From an optimization exercise on the open Yosys and OpenROAD flow, aimed at small area; shortcuts taken in it are not production practice. The RTL was checked by simulation tests, not by an equivalence proof against the original design. No activity file was given, so power comes from the tool's default toggle rates.

--- design.v ---
`default_nettype none
module rx #(parameter OVERSAMP = 16, parameter BAUD_DIV = 2)
  (
    input wire i_clk,
    input wire i_rst,
    input wire i_rx,
    input wire i_ack,
    output reg [7:0] o_data,
    output reg o_err,
    output reg o_avail
  );
  localparam CLK_PER_BIT = BAUD_DIV / OVERSAMP;
  reg [15:0] baud_cnt, oversamp_cnt;
  reg [7:0] data_reg;
  reg [3:0] bits_to_receive;
  reg [3:0] currentState;
  localparam state_reset = 3'd0;
  localparam state_idle = 3'd1;
  localparam state_startbit = 3'd2;
  localparam state_rx = 3'd3;
  localparam state_stopbit = 3'd4;
  reg r_rx_d, r_rx;
  always @(posedge i_clk)
  begin
    r_rx_d <= i_rx;
    r_rx <= r_rx_d;
    if(!i_rst)
    begin
      case (currentState)
        state_reset :
        begin
          o_data <= 0;
          o_avail <= 0;
          o_err <= 0;
          currentState <= state_idle;
        end
        state_idle :
        begin
          data_reg <= 0;
          if(i_ack)
          begin
            o_avail <= 0;
            o_err <= 0;
          end
          if(!r_rx)
          begin
            bits_to_receive <= 8;
            baud_cnt <= 1;
            oversamp_cnt <= 1;
            currentState <= state_startbit;
          end
        end
        state_startbit :
        begin
          if(baud_cnt == CLK_PER_BIT)
          begin
            baud_cnt <= 1;
            if(oversamp_cnt == OVERSAMP)
            begin
              oversamp_cnt <= 1;
              bits_to_receive <= bits_to_receive - 1;
              currentState <= state_rx;
            end
            else
            begin
              oversamp_cnt <= oversamp_cnt+1;
              if(oversamp_cnt == OVERSAMP >> 1 && r_rx)
              begin
                o_err <= 1;
                currentState <= state_idle;
              end
            end
          end
          else
            baud_cnt <= baud_cnt + 1;
        end
        state_rx:
        begin
          if(baud_cnt == CLK_PER_BIT)
          begin
            baud_cnt <= 1;
            if(oversamp_cnt == OVERSAMP)
            begin
              oversamp_cnt <= 1;
              if(bits_to_receive != 0)
                bits_to_receive <= bits_to_receive - 1;
              else
                currentState <= state_stopbit;
            end
            else
            begin
              if(oversamp_cnt == OVERSAMP >> 1)
                data_reg <= {r_rx, data_reg[7:1]};
              oversamp_cnt <= oversamp_cnt + 1;
            end
          end
          else
            baud_cnt <= baud_cnt + 1;
        end
        state_stopbit:
        begin
          if(baud_cnt == CLK_PER_BIT)
          begin
            baud_cnt <= 1;
            if(oversamp_cnt == OVERSAMP)
            begin
              oversamp_cnt <= 1;
              currentState <= state_idle;
              if(!o_err)
              begin
                o_data <= data_reg;
                o_avail <= 1;
              end
            end
            else
            begin
              if(oversamp_cnt == OVERSAMP >> 1 && !r_rx)
                o_err <= 1;
              oversamp_cnt <= oversamp_cnt+1;
            end
          end
          else
            baud_cnt <= baud_cnt + 1;
        end
        default:
          currentState <= state_reset;
      endcase
    end
    else
      currentState <= state_reset;
  end
endmodule
`default_nettype none
module tx #(parameter BAUD_DIV = 217)
  (
    input wire i_clk,
    input wire i_rst,
    input wire i_go,
    input wire [7:0] i_data,
    output reg o_tx,
    output reg o_ready
  );
  localparam state_reset = 3'd0;
  localparam state_idle = 3'd1;
  localparam state_startbit = 3'd2;
  localparam state_tx = 3'd3;
  localparam state_stopbit = 3'd4;
  reg [7:0] data_reg;
  reg [3:0] currentState;
  reg [3:0] bits_to_send;
  reg [15:0] baud_cnt;
  always @(posedge i_clk)
  begin
    if(!i_rst)
    begin
      case (currentState)
        state_reset:  
        begin
          o_ready <= 1;
          currentState <= state_idle;
          o_tx <= 1;
        end
        state_idle:  
        begin
          if(i_go)
          begin
            bits_to_send <= 8;
            o_ready <= 0;
            baud_cnt <= 1;
            data_reg <= i_data;
            o_tx <= 0;  
            currentState <= state_startbit;
          end
          else
            currentState <= state_idle;
        end
        state_startbit :
        begin
          if(baud_cnt == BAUD_DIV)
          begin
            o_tx <= data_reg[0];
            data_reg <= data_reg >> 1;
            bits_to_send <= bits_to_send - 1;
            currentState <= state_tx;
            baud_cnt <= 1;
          end
          else
            baud_cnt <= baud_cnt + 1;
        end
        state_tx:
        begin
          if(baud_cnt == BAUD_DIV)
          begin
            if(bits_to_send != 0)
            begin
              o_tx <= data_reg[0];
              data_reg <= data_reg >> 1;
              bits_to_send <= bits_to_send - 1;
              currentState <= state_tx;
            end
            else
            begin
              currentState <= state_stopbit;
              o_tx <= 1;  
            end
            baud_cnt <= 1;
          end
          else
            baud_cnt <= baud_cnt + 1;
        end
        state_stopbit:
        begin
          if(baud_cnt == BAUD_DIV)
          begin
            o_ready <= 1;
            currentState <= state_idle;
          end
          else
            baud_cnt <= baud_cnt + 1;
        end
        default:
          currentState <= state_reset;
      endcase
    end
    else
    begin
      currentState <= state_reset;
      o_ready <= 0;
    end
  end
endmodule
`default_nettype none
module command_rx #(parameter BAUD_DIV = 128)
  (
    input wire i_clk,
    input wire rst,
    input wire uart_rx,
    output reg cmd_en,
    output reg [7:0] cmd_addr,
    output reg [15:0] cmd_data
  );
  wire rx_err, rx_avail;
  reg rx_ack;
  wire [7:0] rx_data;
  rx #(.BAUD_DIV(BAUD_DIV)) u_rx (i_clk, rst, uart_rx, rx_ack, rx_data, rx_err, rx_avail);
  localparam state_reset  = 4'd0;
  localparam state_idle   = 4'd1;
  localparam state_ack_r  = 4'd2;
  localparam state_wait_d = 4'd3;
  localparam state_ack_d  = 4'd4;
  reg [3:0] currentState;
  reg [1:0] bytes_to_receive;
  always @(posedge i_clk)
  begin
    if(!rst)
    begin
      case (currentState)
        state_reset :
        begin
          rx_ack <= 0;
          cmd_en <= 0;
          cmd_addr <= 0;
          cmd_data <= 0;
          currentState <= state_idle;
        end
        state_idle :
        begin
          cmd_en <= 0;
          if (rx_avail)
          begin
            rx_ack <= 1;
            cmd_addr <= rx_data;
            currentState <= state_ack_r;
            bytes_to_receive <= 2;
          end
          else
            currentState <= state_idle;
        end
        state_ack_r :
        begin
          rx_ack <= 0;
          currentState <= state_wait_d;
        end
        state_wait_d :
        begin
          if (rx_avail)
          begin
            rx_ack <= 1;
            bytes_to_receive <= bytes_to_receive - 1;
            cmd_data <= {rx_data, cmd_data[15:8]};
            currentState <= state_ack_d;
          end
          else
            currentState <= state_wait_d;
        end
        state_ack_d :
        begin
          rx_ack <= 0;
          if(bytes_to_receive == 0)
          begin
            currentState <= state_idle;
            cmd_en <= 1;
          end
          else
            currentState <= state_wait_d;
        end
        default :
          currentState <= state_reset;
      endcase
    end
    else
    begin
      currentState <= state_reset;
      cmd_en <= 0;
    end
  end
endmodule
`default_nettype none
module violet #(parameter BAUD_DIV=128)
  (
    input wire i_clk,
    input wire rst,
    input wire [15:0] leds,
    input wire [15:0] display,
    output reg [15:0] buttons,
    input wire uart_rx,
    output wire uart_tx
  );
  reg [15:0] requested_reg, out_reg;
  reg [7:0] tx_data;
  wire tx_ready;
  reg tx_go;
  tx #(.BAUD_DIV(BAUD_DIV)) u_tx(i_clk, rst, tx_go, tx_data, uart_tx, tx_ready);
  localparam cmd_leds = 8'd1;
  localparam cmd_display = 8'd3;
  localparam cmd_btn = 8'd2;
  wire cmd_en;  
  wire [15:0] cmd_data;  
  wire [7:0] cmd_addr;  
  command_rx #(.BAUD_DIV(BAUD_DIV)) cmd(i_clk, rst, uart_rx, cmd_en, cmd_addr, cmd_data);
  reg tx_request;
  always @(posedge i_clk)
  begin
    if(!rst)
    begin
      if (cmd_en)
      begin
        case (cmd_addr)
          cmd_leds :
          begin
            requested_reg <= leds;
            tx_request <= 1;
          end
          cmd_display :
          begin
            requested_reg <= display;
            tx_request <= 1;
          end
          cmd_btn :
          begin
            buttons <= cmd_data;
            tx_request <= 0;
          end
          default:
            tx_request <= 0;
        endcase
      end
      else
        tx_request <= 0;
    end
    else
    begin
      buttons <= 0;
      tx_request <= 0;
    end
  end
  localparam state_reset  = 4'd0;
  localparam state_idle   = 4'd1;
  localparam state_tx  = 4'd2;
  localparam state_wait = 4'd3;
  reg [3:0] currentState;
  reg [1:0] bytes_to_send;
  always @(posedge i_clk)
  begin
    if(!rst)
    begin
      case (currentState)
        state_reset:
        begin
          tx_go <= 0;
          tx_data <= 0;
          currentState <= state_idle;
        end
        state_idle:
        begin
          if(tx_request)
          begin
            currentState <= state_tx;
            out_reg <= requested_reg;
            bytes_to_send <= 2;
          end
          else
            currentState <= state_idle;
        end
        state_tx:
        begin
          tx_data <= out_reg[7:0];
          bytes_to_send <= bytes_to_send - 1;
          tx_go <= 1;
          currentState <= state_wait;
        end
        state_wait:
        begin
          if(tx_ready)
          begin
            tx_go <= 0;
            if(bytes_to_send == 0)
              currentState <= state_idle;
            else
            begin
              out_reg <= {0, out_reg[15:8]};
              currentState <= state_tx;
            end
          end
          else
            currentState <= state_wait;
        end
        default:
          currentState <= state_reset;
      endcase
    end
    else
    begin
      currentState <= state_reset;
    end
  end
endmodule
`default_nettype none
module violet_top
  (
    input wire i_clk,
    input wire rst,
    input wire [15:0] leds,
    input wire [15:0] display,
    output wire [15:0] buttons,
    input wire uart_rx,
    output wire uart_tx
  );
  violet #(.BAUD_DIV(25000000 / 9600)) u_vio(i_clk, rst, leds, display, buttons, uart_rx, uart_tx);
endmodule
--- run.sh ---
#!/bin/bash
# synth_recipe.tcl (not shown) runs the flow's synth.tcl, then flattens the netlist and writes it again
# the make line also repeats each setting of config.mk as NAME=value (left out here)
make -C /OpenROAD-flow-scripts/flow DESIGN_CONFIG=/design/flow/config.mk WORK_HOME=/design/flow/orfs CLKGATE_MAP_FILE= SYNTH_SCRIPT=/design/flow/synth_recipe.tcl finish
--- config.mk ---
export PLATFORM = sky130hd
export DESIGN_NAME = violet_top
export DESIGN_NICKNAME = violet_top
export VERILOG_FILES = /design/flow/design.v
export SDC_FILE = /design/flow/constraint.sdc
export NUM_CORES = 4
export LEC_CHECK = 0
export CAP_MARGIN = 20
export CORE_MARGIN = 2
export CORE_UTILIZATION = 40
export SLEW_MARGIN = 20
--- constraint.sdc ---
create_clock -name core_clock -period 10.0 [get_ports {i_clk}]
set_input_delay 2.0000 -clock core_clock [delete_from_list [all_inputs] [get_ports {i_clk}]]
set_output_delay 2.0000 -clock core_clock [all_outputs]
set_load 0.01 [all_outputs]
==> flow_summary.json, run 1 <==
{
  "run_status": "timing/DRC/antenna clean",
  "grt_setup_unrepaired": "false",
  "num_vias": 4999,
  "dp.final_hpwl_um": 9660,
  "diodes": 0,
  "clockBufferDepth": 2,
  "fmax_mhz": 288,
  "grt_max_degree": 46,
  "antenna_left": 0,
  "synth_edf_count": 153,
  "synthAdderAreaFrac_pct": 1.49,
  "routedWlPerCell_um": 13.6,
  "area_growth_pct": 16.3,
  "cts_setup_buffers": 0,
  "synth-seq-cells": 185,
  "crit_buf_inv": 2,
  "muxShareOfSynthArea_pct": 5.48,
  "initial_core_util_pct": 40.4,
  "crit_fanout": 45,
  "synth_compound_area_share_pct": 3.16,
  "die_w_um": 149,
  "clkTransAtPathRegs_ns": 0.07,
  "grt_overflow_total": 0,
  "synth_top_family_by_area": "simple AND/OR/NAND/NOR gates",
  "synthDistinctLibCells": 64,
  "cpPeakStageDelay_ns": 0.66,
  "required_ns": 10.06,
  "ios": 52,
  "cpLargestDelayFamily": "simple AND/OR/NAND/NOR gates",
  "setup_viol": 0,
  "timing.final.crit_share_pct": 34.7,
  "cts_buffers": 17,
  "syn_nets": 732,
  "relSlewSlack_pct": 33.5,
  "clkSinkCount": 185,
  "clock-root-buffer": "clkbuf_16",
  "power_density_mw_per_mm2": 192,
  "core-area_mm2": 0.0208,
  "hold_viol": 0,
  "leakage_uw": 0.00352,
  "synth.cell_area_mm2": 0.00840,
  "synthSimpleGateAreaFrac_pct": 20.4,
  "drive_gt1_share_pct": 11.2,
  "drv_cap": 0,
  "netlist_instances": 687,
  "drtIter0Drc": 302,
  "final-max-slew-violation-count": 0,
  "slowest_stage": "and2_1",
  "syn_area_per_cell_um2": 12.2,
  "whs_ns": 0.343,
  "grt_pass1_wl_um": 23000,
  "hold_buffers": 0,
  "tightestPinTransition_ns": 0.989,
  "ir_drop_uv": 127,
  "port_buffers": 51,
  "synth_xor_area_share_pct": 4.69,
  "die_area_mm2": 0.0222,
  "rows": 53,
  "first_pass_iters": 5,
  "crit_chain": "buf_2, nor2_1, buf_4, and2_1",
  "via_per_inst": 4.88,
  "arrival_ns": 3.53,
  "synthArstFlopShare_pct": 0,
  "cts_tree": "done",
  "hp-class": "reg2reg",
  "cts_resized": 0,
  "finClkSkew_ns": 0.00903,
  "period_minus_slack_ns": 3.47,
  "cts_htree_levels": 4,
  "tns_ns": 0,
  "final_net_count": 782,
  "startpoint_type": "input pin",
  "antenna_found_initial": 1,
  "clk_latency_ns": 0.43,
  "place_congestion": 0.793,
  "first_global_vias": 4872,
  "routed_wl_um": 14000,
  "critical_path_class": "in2reg",
  "synth-seq-area-share_pct": 62.3,
  "grt_usage_pct": 13.1,
  "end_kind": "flop",
  "drc": 0,
  "ys_warn_count": 4,
  "fp.dieH_um": 149,
  "synth_ff_type": "edfxtp_1"
}
placed cells by master, fill, tap and decap left out, types with 3 or more instances in the layout:
cell type | Yosys | layout
edfxtp_1 | 153 | 153
nor2_1 | 91 | 90
and2_1 | 60 | 60
nand2_1 | 51 | 51
clkdlybuf4s50_1 | 0 | 50
dfxtp_1 | 32 | 32
xor2_1 | 28 | 28
nand3_1 | 24 | 24
mux2_2 | 23 | 23
inv_1 | 21 | 21
a21oi_1 | 20 | 20
mux2i_1 | 19 | 19
xnor2_1 | 17 | 17
clkbuf_16 | 0 | 17
and3_1 | 14 | 14
nor3_1 | 15 | 14
ha_1 | 10 | 10
nand2b_1 | 9 | 9
nor2b_1 | 7 | 7
nand4_1 | 6 | 6
o21ai_0 | 6 | 6
inv_6 | 0 | 5
or3_1 | 4 | 4
nor3b_1 | 3 | 3
and3b_1 | 3 | 3
buf_4 | 1 | 3
synthesized netlist by cell type, drive strengths merged, types with 3 or more instances:
cell	count	area share (%)
a21oi	20	1.2
ha	10	1.5
mux2	24	3.2
nand4	7	0.60
nor4b	3	0.46
nor3b	3	0.27
mux2i	19	2.3
o21ai	6	0.36
or3	4	0.30
clkbuf	15	0.67
nor2	91	4.1
nand3	25	1.6
inv	22	0.98
and3	15	1.1
nor3	18	1.3
nor2b	7	0.52
dfxtp	32	7.6
xnor2	17	1.8
and3b	3	0.31
xor2	28	2.9
and2	60	4.5
buf	10	0.85
nor4	5	0.80
nand2b	9	0.67
edfxtp	153	55
nand2	53	2.4
final timing paths:
| kind | startpoint | endpoint | slack (ns) | cells after the start |
|---|---|---|---|---|
| min | u_vio.cmd.u_rx.r_rx_d | u_vio.cmd.u_rx.r_rx | 0.34 | 0 |
| max reg2reg | u_vio.cmd.u_rx.currentState[2] | u_vio.cmd.u_rx.oversamp_cnt[11] | 7.24 | 6 |
| max | rst | u_vio.cmd.u_rx.oversamp_cnt[11] | 6.53 | 4 |
| min reg2reg | u_vio.cmd.u_rx.r_rx_d | u_vio.cmd.u_rx.r_rx | 0.34 | 0 |
worst reg2reg max path: stages (launching register included):
cell	delay [ns]
dfxtp_1	0.52
or3b_2	0.53
inv_1	0.24
nor2_1	0.08
nor2_1	0.09
buf_4	0.26
and2_1	0.66
routing by layer:
| metal | GRT usage [%] | vias to the layer above | part of all wire, % |
|---|---|---|---|
| met3 | 3.79 | 18 | 3.4 |
| met1 | 16.6 | 2385 | 46 |
| met5 | 0 | - | 0 |
| met2 | 21.5 | 70 | 49 |
| li1 | - | 2526 | - |
| met4 | 4.43 | 0 | 1.4 |
metrics by stage:
stage          total power (µW)  util, %  instance area [µm²]  instances  worst slack (ns)
6_report                   1880     46.9                 9770       1025              6.53
4_1_cts                    1890     46.9                 9760       1025              6.52
3_5_place_dp               1220     44.0                 9170        993              6.04
3_3_place_gp               1210     44.0                 9150        991              6.12
5_1_grt                    1960     46.9                 9770       1025              6.37
2_1_floorplan              1150        -                 8400        687              5.95
layout make-up:
| class | count | area [µm²] |
|---|---|---|
| inverters | 22 | 82.6 |
| clock inverters | 15 | 166 |
| flip-flops and latches | 185 | 5240 |
| multi-input cells | 455 | 2970 |
| fillers | 1883 | 11100 |
| clock buffers | 17 | 425 |
| repair buffers | 56 | 544 |
| well taps | 275 | 344 |
power by group:
| part | switching, µW | internal [µW] | leakage (µW) |
|---|---|---|---|
| clock | 299 | 373 | 0.000285 |
| combinational | 128 | 90.6 | 0.00154 |
| sequential | 60.1 | 925 | 0.00169 |
| total | 487 | 1390 | 0.00352 |
kinds of logic after synthesis:
kind of cell,Yosys count
AOI/OAI and AO/OA,41
xor gates and xnor gates,45
adders and majority gates,10
buffers and inverters,47
DFF,185
muxes,43
and+or+nand+nor,316
==> inputs of run 2 (changes only) <==
==> design.v (replaced) <==
`default_nettype none
module violet_top
  (
    input wire i_clk,
    input wire rst,
    input wire [15:0] leds,
    input wire [15:0] display,
    output wire [15:0] buttons,
    input wire uart_rx,
    output wire uart_tx
  );
  violet_core #(.BAUD_DIV(25000000 / 9600)) u_vio(i_clk, rst, leds, display, buttons, uart_rx, uart_tx);
endmodule
module violet_core #(parameter BAUD_DIV = 2604)
  (
    input wire i_clk,
    input wire rst,
    input wire [15:0] leds,
    input wire [15:0] display,
    output reg [15:0] buttons,
    input wire uart_rx,
    output wire uart_tx
  );
  localparam [7:0]  RX_LOAD = BAUD_DIV / 16 - 1;
  localparam [11:0] TX_LOAD = BAUD_DIV - 1;
  reg rx_d, rx_s;
  always @(posedge i_clk) begin
    rx_d <= uart_rx;
    rx_s <= rst | rx_d;
  end
  reg       rx_busy;
  reg [7:0] rx_b;       
  reg [7:0] rx_p;       
  reg [7:0] rx_sh;      
  reg [7:0] rx_data;    
  reg       rx_avail, rx_err;
  wire      rx_ack;
  wire rx_tick = rx_busy && rx_b == 8'd0;
  wire rx_mid  = rx_p[3:0] == 4'd7;
  always @(posedge i_clk) begin
    if (rst) begin
      rx_busy  <= 1'b0;
      rx_avail <= 1'b0;
      rx_err   <= 1'b0;
    end else if (!rx_busy) begin
      if (rx_ack) begin
        rx_avail <= 1'b0;
        rx_err   <= 1'b0;
      end
      if (!rx_s) begin
        rx_busy <= 1'b1;
        rx_b    <= RX_LOAD;
        rx_p    <= 8'd0;
      end
    end else if (rx_tick) begin
      rx_b <= RX_LOAD;
      rx_p <= rx_p + 8'd1;
      if (rx_p == 8'd159) begin
        rx_busy <= 1'b0;
        if (!rx_err) begin
          rx_data  <= rx_sh;
          rx_avail <= 1'b1;
        end
      end
      if (rx_mid) begin
        if (rx_p[7:4] == 4'd0) begin
          if (rx_s) begin
            rx_err  <= 1'b1;
            rx_busy <= 1'b0;
          end
        end else if (rx_p[7:4] == 4'd9) begin
          if (!rx_s)
            rx_err <= 1'b1;
        end else
          rx_sh <= {rx_s, rx_sh[7:1]};
      end
    end else
      rx_b <= rx_b - 8'd1;
  end
  localparam D_IDLE = 3'd0, D_ACKR = 3'd1, D_W1 = 3'd2, D_A1 = 3'd3,
             D_W2 = 3'd4, D_A2 = 3'd5, D_EN = 3'd6;
  reg [2:0]  dst;
  reg [1:0]  cls;         
  reg [15:0] cmd_data;
  assign rx_ack = dst == D_ACKR || dst == D_A1 || dst == D_A2;
  wire cmd_en = dst == D_EN;
  always @(posedge i_clk) begin
    if (rst)
      dst <= D_IDLE;
    else
      case (dst)
        D_IDLE, D_EN:
          if (rx_avail) begin
            cls <= rx_data[7:2] == 6'd0 ? rx_data[1:0] : 2'b00;
            dst <= D_ACKR;
          end else
            dst <= D_IDLE;
        D_ACKR: dst <= D_W1;
        D_W1, D_W2:
          if (rx_avail) begin
            cmd_data <= {rx_data, cmd_data[15:8]};
            dst <= dst + 3'd1;
          end
        D_A1: dst <= D_W2;
        D_A2: dst <= D_EN;
        default: dst <= D_IDLE;
      endcase
  end
  localparam V_IDLE = 3'd0, V_REQ = 3'd1, V_TX1 = 3'd2, V_W1 = 3'd3,
             V_TX2 = 3'd4, V_W2 = 3'd5;
  reg [2:0]  vst;
  reg [15:0] out;
  wire       tx_idle;
  wire v_free = vst == V_IDLE || (vst == V_W2 && tx_idle);
  wire accept = cmd_en && cls[0] && v_free;
  wire tx_start = (vst == V_W1 || vst == V_W2) && tx_idle;
  always @(posedge i_clk) begin
    if (rst)
      buttons <= 16'd0;
    else if (cmd_en && cls == 2'b10)
      buttons <= cmd_data;
    if (accept)
      out <= cls[1] ? display : leds;
    else if (vst == V_W1 && tx_idle)
      out[7:0] <= out[15:8];
    if (rst)
      vst <= V_IDLE;
    else if (accept)
      vst <= V_REQ;
    else
      case (vst)
        V_REQ: vst <= V_TX1;
        V_TX1: vst <= V_W1;
        V_W1:  if (tx_idle) vst <= V_TX2;
        V_TX2: vst <= V_W2;
        V_W2:  if (tx_idle) vst <= V_IDLE;
        default: vst <= V_IDLE;
      endcase
  end
  reg [9:0]  tsh;
  reg [11:0] tb;
  assign tx_idle = tsh == 10'd0;
  assign uart_tx = tsh[0] | tx_idle;
  always @(posedge i_clk) begin
    if (rst)
      tsh <= 10'd0;
    else if (tx_start) begin
      tsh <= {1'b1, out[7:0], 1'b0};
      tb  <= TX_LOAD;
    end else if (!tx_idle) begin
      if (tb == 12'd0) begin
        tsh <= tsh >> 1;
        tb  <= TX_LOAD;
      end else
        tb <= tb - 12'd1;
    end
  end
endmodule
==> flow_summary.json, run 2 <==
{
  "place_congestion": 0.778,
  "drc": 0,
  "grt_max_degree": 42,
  "whs_ns": 0.407,
  "tightestPinTransition_ns": 0.942,
  "final_net_count": 533,
  "grt_usage_pct": 13.4,
  "clkTransAtPathRegs_ns": 0.05,
  "end_kind": "primary output",
  "first_pass_iters": 4,
  "clockPowerShare_pct": 51.3,
  "synth_common_cells": "edfxtp_1 (78), nand2_1 (76), dfxtp_1 (37)",
  "synth_edf_count": 78,
  "leakage_uw": 0.00209,
  "clock-root-buffer": "clkbuf_16",
  "finClkSkew_ns": 0.00940,
  "area_growth_pct": 25.2,
  "muxShareOfSynthArea_pct": 6.22,
  "fp.dieH_um": 116,
  "synth_top_family_by_area": "simple AND/OR/NAND/NOR gates",
  "fmax_mhz": 241,
  "power.share.switching_pct": 19.2,
  "run_status": "timing/DRC/antenna clean",
  "dp.final_hpwl_um": 5560,
  "synth-seq-cells": 115,
  "grt_overflow_total": 0,
  "antenna_found_initial": 0,
  "synth_ff_type": "edfxtp_1",
  "routedWlPerCell_um": 12.5,
  "clk_latency_ns": 0.41,
  "antenna_left": 0,
  "synthSimpleGateAreaFrac_pct": 17.8,
  "p_seq_share_pct": 45.7,
  "synth-seq-area-share_pct": 61.8,
  "drive_gt1_share_pct": 13.0,
  "dp_cells": 638,
  "critical_path_class": "reg2out",
  "startpoint_type": "flop",
  "nFillCells": 1114,
  "ios": 52,
  "port_buffers": 51,
  "p_sw_uw": 217,
  "diodes": 0,
  "min_path_cells": 1,
  "clkSinkCount": 115,
  "initial_core_util_pct": 41.2,
  "required_ns": 8.00,
  "syn_area_per_cell_um2": 11.4,
  "synth_area_leader_cell": "edfxtp_1",
  "cts_buffers": 17,
  "largestRegisters": "u_vio.buttons x16, u_vio.cmd_data x16, u_vio.out x16",
  "rows": 40,
  "hold_buffers": 0,
  "synth.cell_area_mm2": 0.00499,
  "num_vias": 3260,
  "drv_cap": 0,
  "synth_xor_area_share_pct": 3.34,
  "crit_chain": "nor4_1, and3_1, or2_2, clkdlybuf4s50_1",
  "slowest_stage": "clkdlybuf4s50_1",
  "yosysTopAreaCellShare_pct": 47.0,
  "synthDistinctLibCells": 44,
  "seq_area_mm2": 0.00308,
  "dpl_cell_area_mm2": 0.00565,
  "syn_nets": 480,
  "routed_wl_um": 8370,
  "setup_viol": 0,
  "final-max-slew-violation-count": 0,
  "synthAdderAreaFrac_pct": 2.26,
  "layout.cells.non_filler": 669,
  "ir_drop_uv": 103,
  "timing.final.crit_share_pct": 41.5,
  "die_w_um": 116,
  "clockBufferDepth": 2,
  "first_global_vias": 3009,
  "synthArstFlopShare_pct": 0,
  "grt_setup_unrepaired": "false",
  "internal_power_uw": 911,
  "ys_warn_count": 1,
  "cts_htree_levels": 4,
  "period_minus_slack_ns": 4.15,
  "mostFrequentLayoutCells": "edfxtp_1 (78), nand2_1 (76), clkdlybuf4s50_1 (51), dfxtp_1 (37), nor2_1 (33)",
  "tns_ns": 0,
  "cpPeakStageDelay_ns": 0.52,
  "drtIter0Drc": 179,
  "cts_resized": 0,
  "grt_pass1_wl_um": 13900,
  "pwr-share-comb_pct": 3.0,
  "synth_compound_area_share_pct": 6.22,
  "ff2ff_path_depth": 4,
  "relSlewSlack_pct": 36.7,
  "netlist_instances": 436,
  "final_common_cell": "edfxtp_1",
  "cts_tree": "done",
  "arrival_ns": 2.15,
  "crit_fanout": 9,
  "power_density_mw_per_mm2": 181,
  "final_cell_area_mm2": 0.00624,
  "via_per_inst": 4.87,
  "hp-class": "reg2reg",
  "core-area_mm2": 0.0121,
  "multi_input_comb_area_mm2": 0.00180,
  "synthTopCellsByArea": "edfxtp_1 (47%), dfxtp_1 (15%), nand2_1 (5.7%)",
  "die_area_mm2": 0.0134,
  "cts_setup_buffers": 0,
  "yosys.cell_count.top_type": "edfxtp_1",
  "hold_viol": 0
}
## run 2: routing by layer
layer / up-vias / wire length [µm] / global-route usage (%)
met5: - / 0 / 0
met4: 0 / 111 / 5.48
met3: 10 / 362 / 4.86
met2: 78 / 3860 / 20.4
met1: 1514 / 4030 / 17.4
li1: 1658 / - / -
## run 2: area by class of cell
type	count	share of cell area, %
Clock buffer	24	8.22
Clock inverter	7	1.14
Inverter	10	0.601
Multi-Input combinational cell	292	28.8
Sequential cell	115	49.4
Tap cell	168	3.37
Timing Repair Buffer	53	8.42
## run 2: worst max-delay path: cells and delay by family, from the launching register on
family / cells / cell delay (ns)
flops: 1 / 0.32
buf+inv: 1 / 0.52
simple gates: 3 / 0.91
## run 2: worst paths after layout
kind,start,end,slack (ns)
worst max-delay path,u_vio.tsh[3],uart_tx,5.85
worst max register to register,u_vio.rx_b[2],u_vio.rx_sh[6],7.41
worst min-delay path,u_vio.rx_d,u_vio.rx_s,0.41
worst min register to register,u_vio.rx_d,u_vio.rx_s,0.41
## run 2: cell families (layout without fill, tap and decap cells)
| group | Yosys count | after routing |
|---|---|---|
| AOI/OAI and AO/OA | 52 | 52 |
| xor gates and xnor gates | 19 | 19 |
| adders and majority gates | 9 | 9 |
| buffers and inverters | 29 | 94 |
| DFF | 115 | 115 |
| muxes | 28 | 28 |
| and+or+nand+nor | 184 | 184 |
## run 2: power by group through the flow
stage	registers, µW	clock network (µW)	logic [µW]
CTS	515	592	34.4
detailed placement	525	0	33.9
finish	515	579	34.1
global placement	524	0	33.1
floorplan	523	0	17.7
global route	516	616	37.3
## run 2: metrics by stage
| stage | setup WS (ns) | total power (µW) | utilization [%] |
|---|---|---|---|
| 3_3_place_gp | 5.85 | 558 | 46.6 |
| 4_1_cts | 5.85 | 1140 | 51.4 |
| 3_5_place_dp | 5.81 | 559 | 46.6 |
| 2_1_floorplan | 6.51 | 540 | - |
| 5_1_grt | 5.69 | 1170 | 51.5 |
| 6_report | 5.85 | 1130 | 51.5 |

[what the ideal ports hide]
Ports are ideal in the flow. The routed layouts listed here were re-timed in OpenROAD. Step 1 assumes that a clkbuf_16 drives the clock port and a buf_2 every other input. Step 2 also shifts input and output timing later by t, the mid clock arrival at the registers, as if the neighbouring blocks saw the same clock. a / b / c = no drivers / after step 1 / after step 2; a / b = the first two.
| run | shift t [ns] | setup slack, ns | worst register clock-pin slew, ns | worst data-port slew with drivers (ns) |
|---|---|---|---|---|
| run 1 | 0.467 | 6.533 / 6.540 / 6.073 | 0.07 / 0.07 | 0.04 |
| run 2 | 0.439 | 5.851 / 5.812 / 6.100 | 0.06 / 0.06 | 0.03 |
After both steps setup and hold are still met in every run listed. The setup slack of run 1, which loses most, moves by +0.007 ns with the drivers and by -0.460 ns with both steps.
